From an optimization exercise on the open Yosys and OpenROAD flow, aimed at small area, a short achievable clock period and few clock cycles; shortcuts taken in it are not production practice.
In this exercise RTL edits were held to simulation tests only and were not proved equivalent to the original.
Power and IR drop assume default switching activity.

== purple ==
==> flow/design.v (excerpt) <==
module LBP ( clk, reset, gray_addr, gray_req, gray_data, lbp_addr, lbp_write, lbp_data, finish);
input   	clk;
input   	reset;
output  [5:0] 	gray_addr;
output        	gray_req;
input   	[7:0] 	gray_data;
output reg [5:0] 	lbp_addr;
output reg 		lbp_write;
output reg [7:0] 	lbp_data;
output reg 	finish;
reg [5:0] cnt;
wire [2:0] r = cnt[5:3];
wire [2:0] c = cnt[2:0];
assign gray_addr = cnt;
assign gray_req  = 1'b1;
always @(posedge clk or posedge reset)
begin
	if (reset) begin
		cnt <= 6'd0;
		finish <= 1'b0;
	end else begin
		cnt <= cnt + 6'd1;
		if (cnt == 6'd63) finish <= 1'b1;
	end
end
always @(posedge clk)
begin
	lbp_write <= !finish && (r >= 3'd2) && (c >= 3'd2);
end
reg [7:0] s1, s2, s3, s4, s5, s6, s7, s8, s9;
wire [7:0] n = gray_data;     
wire [7:0] a = ~s9;           
wire [7:0] b = ~s8;           
wire [7:0] cc = ~s7;          
wire [7:0] d = ~s1;           
always @(posedge clk)
begin
	s1 <= ~n; s2 <= s1; s3 <= s2; s4 <= s3; s5 <= s4;
	s6 <= s5; s7 <= s6; s8 <= s7; s9 <= s8;
end
reg [3:0] l0_1, l0_2, l0_3, l0_4, l0_5, l0_6, l0_7, l0_8, l0_9;
reg [1:0] l5;
reg       l6;
function [1:0] cmp;   
	input [7:0] x, y;
	reg [7:0] g, p;
	reg [3:0] g2, p2;
  ...
Size: about 290 cells after synthesis, ~33 I/O pins, about 0.0036 sq mm of cells after synthesis.
export LEC_CHECK = 0
export CAP_MARGIN = 20
export CORE_MARGIN = 2
export CORE_UTILIZATION = 65
export PLACE_DENSITY = 0.75
export SETUP_SLACK_MARGIN = 2.3
export SLEW_MARGIN = 20
create_clock -name core_clock -period 4.0 [get_ports {clk}]
standard.sh (not shown) runs the stock make flow with config.mk's settings and CLKGATE_MAP_FILE= SYNTH_SCRIPT=/design/flow/synth_recipe.tcl, a recipe that flattens the netlist after the stock synthesis.
==> flow/flow/run.sh <==
#!/bin/bash
# The standard layout, with plain buf_2 cells as the port buffers and a
# clkbuf_16 root and clkbuf_4 leaves in the clock tree, without dummy loads.
set -euo pipefail
export BUFFER_PORTS_ARGS="-buffer_cell sky130_fd_sc_hd__buf_2"
export CTS_ARGS="-sink_clustering_enable -repair_clock_nets -sink_clustering_size 50 -sink_clustering_max_diameter 100 -buf_list {sky130_fd_sc_hd__clkbuf_4} -root_buf sky130_fd_sc_hd__clkbuf_16 -dont_use_dummy_load"
bash standard.sh > standard.log 2>&1
Testbench counts of purple, summed over its fixed seeds: cycles 4,160.
What green does differently from purple at the input level:
==> flow/flow/run.sh <==
#!/bin/bash
# The standard layout, with plain buf_2 cells as the port buffers and a
# clkbuf_16 root and clkbuf_8 leaves in the clock tree, without dummy loads.
set -euo pipefail
export BUFFER_PORTS_ARGS="-buffer_cell sky130_fd_sc_hd__buf_2"
export CTS_ARGS="-sink_clustering_enable -repair_clock_nets -sink_clustering_size 50 -sink_clustering_max_diameter 100 -buf_list {sky130_fd_sc_hd__clkbuf_8} -root_buf sky130_fd_sc_hd__clkbuf_16 -dont_use_dummy_load"
bash standard.sh > standard.log 2>&1
--- a/flow/config.mk
+++ b/flow/config.mk
@@ -8,6 +8,8 @@
 export CAP_MARGIN = 20
 export CORE_MARGIN = 2
-export CORE_UTILIZATION = 65
-export PLACE_DENSITY = 0.75
+export CORE_UTILIZATION = 55
+export CTS_BUF_LIST = sky130_fd_sc_hd__clkbuf_8 sky130_fd_sc_hd__clkbuf_4
+export CTS_CLUSTER_DIAMETER = 100
+export CTS_CLUSTER_SIZE = 40
 export SETUP_SLACK_MARGIN = 2.3
 export SLEW_MARGIN = 20
Results
Taking green as 1.0, purple lands at 0.853 on total die area.
Compared with purple, green shows a higher cell area.
Lower via count of the first global-routing pass goes to purple over green.
Any difference in clock insertion delay at the later pin of the skew report between green and purple is small enough to ignore.
Area fraction of clock buffers and clock inverters: higher on green
Summary of green over purple: wire length of the first global-routing pass now smaller; overall fraction of global-route tracks in use now smaller; area used by multi-input combinational logic now smaller; clock group total power now larger; number of DRC markers after the initial detailed-route iteration now larger.
Fraction of power spent switching nets, purple and green: higher on purple

==> separate check: timing with driven ports <==
The results above use ideal ports. As a check the final layouts listed here were re-extracted and re-timed, cells and wires unchanged. Step 1: set_driving_cell puts a clkbuf_16 on clk and a buf_2 on each other input, an assumption about the parent block. Step 2, shift: input delay + t, output delay - t, t = (earliest + latest rising clock arrival at the registers) / 2. This alone moves slack from input paths to output paths. Slacks: ideal / step 1 / step 2; pairs: ideal / step 1.
run | shift t [ns] | setup WS [ns] | hold slack, ns | worst setup path at the end
purple | 0.359 | 2.337 / 2.303 / 2.017 | 0.295 / 0.295 / 0.295 | input to register
green | 0.371 | 2.314 / 2.276 / 1.987 | 0.297 / 0.297 / 0.297 | input to register
After both steps every run listed still meets setup and hold. For green, which loses most, drivers alone change the setup slack by -0.038 ns; drivers and shift together by -0.327 ns.
